From an optimization exercise on the open Yosys and OpenROAD flow, aimed at small area, a short achievable clock period and few clock cycles; shortcuts taken in it are not production practice.
Only simulation tests tie the RTL to the original design; equivalence was not proved.
Power is estimated from default activity; no workload was simulated.

Setup of job 5920:
==> flow/design.v <==
module isb350c(input clk, input rst,
    output fetchEnable, output [15:0]fetchAddr,
    input fetchReady, input [15:0]fetchData,
    output loadEnable, output [15:0]loadAddr,
    input loadReady, input [15:0]loadData,
    output done, output [255:0]regs_out);
    localparam K_NONE = 2'd0, K_INSTR = 2'd1, K_DATA = 2'd2;
    reg [9:0]faddr;
    reg [1:0]fkind;
    reg [3:0]ftgt;
    reg [9:0]lpc;           
    reg lx;                 
    reg jv;                 
    reg [9:0]jpc, jtgt;
    reg [9:0]apc;
    reg [1:0]akind;
    reg [3:0]atgt;
    reg irv;                
    reg irl;                
    reg [15:0]ir;
    reg [9:0]irpc;
    reg [3:0]irt;
    reg e2v;                
    reg e2w;                
    reg e2ld, e2jeq, e2hlt;
    reg [3:0]e2rt;
    reg [15:0]va, vb;
    reg [9:0]e2tgt;         
    reg halted;
    reg done_r;
    reg [15:0]r[0:15];
    wire [15:0]sum = va + vb;
    wire e2we = e2w;
    wire e2redir = e2v && e2jeq && va == vb;
    wire e2load = e2v && e2ld;
    wire e2halt = e2v && e2hlt;
    wire stop = halted || e2halt;
    wire [2:0]op = ir[14:12];
    wire [3:0]ra = ir[11:8];
    wire [3:0]rb = ir[7:4];
    wire [3:0]rt = ir[3:0];
    wire is_imm = op == 3'd0 || op == 3'd4;    
    wire rd_ab = op == 3'd1 || op == 3'd5 || op == 3'd6;    
    wire wr_t = op == 3'd0 || op == 3'd1;     
    wire p2 = e2load;
    wire pf = fkind == K_DATA;
    wire pa = akind == K_DATA;
    function pend(input [3:0]x);
        pend = (p2 && e2rt == x) || (pf && ftgt == x) || (pa && atgt == x);
    endfunction
    wire hazard = (rd_ab && (pend(ra) || pend(rb))) || (wr_t && pend(rt));
    wire e1ok = irv && !e2redir && !stop;
    wire e1replay = e1ok && hazard;
    wire e1go = e1ok && !hazard;
    wire fwd_a = e2we && e2rt == ra;
    wire fwd_b = e2we && e2rt == rb;
    wire [15:0]rva = fwd_a ? sum : r[ra];
    wire [15:0]rvb = fwd_b ? sum : r[rb];
    wire aok = akind == K_INSTR && !e2redir && !e1replay && !stop;
    wire djmp = aok && fetchData[14:12] == 3'd2;
    wire [9:0]jtarget = fetchData[9:0];
    wire kill = e2redir || e1replay || djmp || stop;
    reg rst_r;
    always @(posedge clk) rst_r <= rst;
    wire [15:0]wdr = rst_r ? 16'h0000 : sum;
    integer k;
    always @(posedge clk) begin
        for (k = 0; k < 16; k = k + 1)
            if (rst_r || (e2we && e2rt == k))
                r[k] <= wdr;
    end
    wire [9:0]seq = lpc + {9'd0, !lx};
    wire fold = jv && seq == jpc;
    reg [9:0]oaddr, olpc;
    reg [1:0]okind;
    reg olx;
    always @(*) begin
        oaddr = seq;
        okind = K_INSTR;
        olpc = seq;
        olx = 0;
        if (stop) begin
            okind = K_NONE;
            olpc = lpc;
            olx = lx;
        end else if (e2redir) begin
            oaddr = e2tgt;
            olpc = e2tgt;
        end else if (e2load) begin
            oaddr = sum[9:0];
            okind = K_DATA;
            olpc = e1replay ? irpc : lpc;
            olx = e1replay ? 1'b1 : lx;
        end else if (e1replay) begin
            oaddr = irpc;
            olpc = irpc;
        end else if (fold) begin
            oaddr = jtgt;
            olpc = jtgt;
        end
    end
    wire jsel = djmp && !e2load;
    always @(posedge clk) begin
        if (rst) begin
            faddr <= 10'd0;
            fkind <= K_INSTR;
            lpc <= 10'd0;
            lx <= 0;
            jv <= 0;
            akind <= K_NONE;
            irv <= 0;
            irl <= 0;
            e2v <= 0;
            e2w <= 0;
            halted <= 0;
            done_r <= 0;
        end else begin
            faddr <= jsel ? jtarget : oaddr;
            fkind <= jsel ? K_INSTR : okind;
            lpc <= djmp ? jtarget : olpc;
            lx <= djmp ? e2load : olx;
            if (djmp) begin
                jv <= 1;
                jpc <= apc;
                jtgt <= jtarget;
            end
            akind <= (kill && fkind == K_INSTR) ? K_NONE : fkind;
            irv <= aok && !djmp;
            irl <= akind == K_DATA;
            e2v <= e1go;
            e2w <= irl || (e1go && wr_t);
            if (e2halt) halted <= 1;
            done_r <= stop && fkind != K_DATA && akind != K_DATA && !irl;
        end
        ftgt <= e2rt;
        apc <= faddr;
        atgt <= ftgt;
        ir <= fetchData;
        irpc <= apc;
        irt <= atgt;
        e2ld <= !irl && (op == 3'd4 || op == 3'd5);
        e2jeq <= !irl && op == 3'd6;
        e2hlt <= !irl && op == 3'd3;
        e2rt <= irl ? irt : rt;
        va <= irl ? ir : is_imm ? {8'h00, ir[11:4]} : rva;
        vb <= (irl || is_imm) ? 16'h0000 : rvb;
        e2tgt <= irpc + {6'd0, ir[3:0]};
    end
    assign fetchEnable = 1'b1;
    assign fetchAddr = {6'd0, faddr};
    assign loadEnable = 1'b0;
    assign loadAddr = 16'h0000;
    assign done = done_r;
    genvar g;
    generate
        for (g = 0; g < 16; g = g + 1) begin : regs_out_g
            assign regs_out[16*g +: 16] = r[g];
        end
    endgenerate
endmodule
export LEC_CHECK = 0
export CAP_MARGIN = 20
export CORE_MARGIN = 2
export CORE_UTILIZATION = 50
export CTS_CLUSTER_DIAMETER = 80
export CTS_CLUSTER_SIZE = 30
export SLEW_MARGIN = 20
export TNS_END_PERCENT = 0
create_clock -name core_clock -period 12.0 [get_ports {clk}]
standard.sh (not shown) runs the stock make flow with config.mk's settings and CLKGATE_MAP_FILE= SYNTH_SCRIPT=/design/flow/synth_recipe.tcl, a recipe that flattens the netlist after the stock synthesis.
==> flow/flow/run.sh <==
#!/bin/bash
export SETUP_SLACK_MARGIN=8.5
export BUFFER_PORTS_ARGS="-buffer_cell sky130_fd_sc_hd__buf_1"
bash standard.sh > standard.log 2>&1
Testbench counts of job 5920, summed over its fixed seeds: cycles 18,133.
Setup changes, job 5920 to job 8061
# job 5920
export LEC_CHECK = 0
export CAP_MARGIN = 20
export CORE_MARGIN = 2
export CORE_UTILIZATION = 50
export CTS_CLUSTER_DIAMETER = 80
export CTS_CLUSTER_SIZE = 30
export SLEW_MARGIN = 20
export TNS_END_PERCENT = 0
create_clock -name core_clock -period 12.0 [get_ports {clk}]
# job 8061
export LEC_CHECK = 0
export CAP_MARGIN = 20
export CORE_MARGIN = 2
export CORE_UTILIZATION = 35
export CTS_CLUSTER_DIAMETER = 70
export CTS_CLUSTER_SIZE = 30
export SLEW_MARGIN = 20
export TNS_END_PERCENT = 0
create_clock -name core_clock -period 12.0 [get_ports {clk}]
Compared job 8061 against job 5920; compound-gate portion of the synthesized area within noise.
Switching part of the total in job 8061 is 1.1 points above job 5920.
On clock latency on the worst-skew pair, job 5920 tracks job 8061 almost exactly.
On fmax, job 5920 and job 8061 are basically level.
Job 8061 ends up with higher part of the power in the clock network than job 5920 does.
Reported for job 5920 and job 8061, remaining design rule violation count turned out identical to the last digit.
Input changes introduced in job 4843 (baseline for comparison: job 8061):
# job 8061
export LEC_CHECK = 0
export CAP_MARGIN = 20
export CORE_MARGIN = 2
export CORE_UTILIZATION = 35
export CTS_CLUSTER_DIAMETER = 70
export CTS_CLUSTER_SIZE = 30
export SLEW_MARGIN = 20
export TNS_END_PERCENT = 0
create_clock -name core_clock -period 12.0 [get_ports {clk}]
# job 4843
export LEC_CHECK = 0
export CAP_MARGIN = 20
export CORE_MARGIN = 2
export CORE_UTILIZATION = 60
export CTS_CLUSTER_DIAMETER = 60
export CTS_CLUSTER_SIZE = 30
export SLEW_MARGIN = 20
export TNS_END_PERCENT = 0
create_clock -name core_clock -period 12.0 [get_ports {clk}]
Results
- Diff job 8061 -> job 4843: layout overhead on the synthesized area dropped 1.4 points, worst-case vdd ir drop climbed 0.021 mV, final non-filler cell total dropped about 11%, sum of met3 wire segment lengths after detailed routing dropped 9.0%.
- The area fraction of clock buffers and clock inverters of job 4843 exceeds that of job 8061 by 0.97 points.
- Against job 8061 as the reference, job 4843 delivers a lower register-to-register slack.
- On sequential area share after synthesis, job 4843 tracks job 8061 almost exactly.
- [job 4843] total power rose 0.000074 W relative to job 8061
The inputs of job 2311 differ from those of job 4843 as listed below.
# job 4843
export LEC_CHECK = 0
export CAP_MARGIN = 20
export CORE_MARGIN = 2
export CORE_UTILIZATION = 60
export CTS_CLUSTER_DIAMETER = 60
export CTS_CLUSTER_SIZE = 30
export SLEW_MARGIN = 20
export TNS_END_PERCENT = 0
create_clock -name core_clock -period 12.0 [get_ports {clk}]
# job 2311
export LEC_CHECK = 0
export CAP_MARGIN = 20
export CORE_MARGIN = 2
export CORE_UTILIZATION = 45
export CTS_CLUSTER_DIAMETER = 100
export CTS_CLUSTER_SIZE = 30
export SLEW_MARGIN = 20
export TNS_END_PERCENT = 0
create_clock -name core_clock -period 12.0 [get_ports {clk}]
### Flow results
In summary, job 2311 completed successfully, with a layout that passed the timing, design-rule and antenna checks.
NOTE average detailed-routed wire length per instance job 4843->job 2311 decreased slightly
Of job 2311 and job 4843, it is job 2311 that has the lower post-route standard cell area excluding fillers.
Compared with job 4843, in job 2311 via count decreased by 2.9% relative to the old numbers, global-route wire length before repair now larger, part of the Yosys area used for sequential elements has remained practically unchanged, routed wire length climbed 2900 um, final critical-path setup slack picked up an extra 0.028 ns.

---

RTL: the design.v shown in full above, as it stands there.
export LEC_CHECK = 0
export CAP_MARGIN = 20
export CORE_MARGIN = 2
export CORE_UTILIZATION = 40
export CTS_CLUSTER_DIAMETER = 100
export CTS_CLUSTER_SIZE = 30
export SLEW_MARGIN = 20
export TNS_END_PERCENT = 0
create_clock -name core_clock -period 12.0 [get_ports {clk}]
Scripts as last shown in full above: flow/flow/run.sh
The starting point finished with timing, DRC and antenna clean.
Testbench counts at the start, summed over its fixed seeds: cycles 18,133.
==> next run, changes <==
==> flow/flow/run.sh (replaced) <==
#!/bin/bash
export SETUP_SLACK_MARGIN=8.2
export BUFFER_PORTS_ARGS="-buffer_cell sky130_fd_sc_hd__buf_1"
bash standard.sh > standard.log 2>&1
Settings changed: CORE_UTILIZATION 40 to 45.
Result: Wire length shrinks by 1.5%; final area shrinks by 0.51%; first-iteration DRC count shrinks by about 13%; via count shrinks by about 0.8%; setup slack gets worse by 0.11 ns; die area shrinks by about 11%; utilization grows by 5.9 points; total power shrinks by about 1.4%; clock power shrinks by 4.4%; fmax shrinks by about 2.8%; sequential share of layout area grows by 0.28 points.
==> next run, changes <==
==> flow/flow/run.sh (replaced) <==
#!/bin/bash
export SETUP_SLACK_MARGIN=8.5
export BUFFER_PORTS_ARGS="-buffer_cell sky130_fd_sc_hd__buf_1"
bash standard.sh > standard.log 2>&1
Settings changed: CTS_CLUSTER_DIAMETER 100 to 80.
The new run completed with no timing, DRC or antenna violations.
Cell count rose by 0.99%.
Area after synthesis does not change.
Combinational power is higher by about 1%.
Maximum frequency grows by 3.4%.
==> next run, changes <==
Settings changed: CORE_UTILIZATION 45 to 35, CTS_CLUSTER_DIAMETER 80 to 60, CTS_CLUSTER_SIZE 30 to 24.
Result: Setup slack got worse by 0.045 ns. Flip-flop and latch count does not change. Maximum frequency went down by 1.2%. Synthesized cell count does not change. Routed wire length went up by 5.4%. Synthesized area does not change. Non-clock buffer count falls by 3. First-iteration DRC count is higher by about 14%. Worst hold slack barely changes.

-- what the ideal ports hide --
No port has a modelled driver above. Below, the same layouts with a new extraction and two added sets of constraints. Step 1 sets driving cells, clkbuf_16 on the clock port and buf_2 on the other inputs (assumed; they add their load-dependent delay and slew). Step 2 times the ports against the registers' clock, not the clock port: input delays grow and output delays shrink by t, the midpoint of the rising clock arrivals with the driver on. a / b / c = ideal / step 1 / step 2; a / b = the first two.
run	t, ns	slack for setup (ns)	worst data-port slew with drivers (ns)
job 5920	0.637	8.306 / 8.251 / 7.748	0.03
job 8061	0.657	8.303 / 8.241 / 7.806	0.08
job 4843	0.653	8.315 / 8.261 / 7.845	0.03
job 2311	0.607	8.343 / 8.285 / 7.861	0.05
the first run of note 2	0.616	8.285 / 8.226 / 7.755	0.05
the second run of note 2	0.607	8.178 / 8.209 / 7.605	0.04
the third run of note 2	0.651	8.302 / 8.246 / 7.741	0.05
the fourth run of note 2	0.688	8.256 / 8.193 / 7.746	0.08
After both steps setup and hold are still met in every run listed. For the second run of note 2, which loses most, drivers alone change the setup slack by +0.031 ns; drivers and shift together by -0.573 ns.
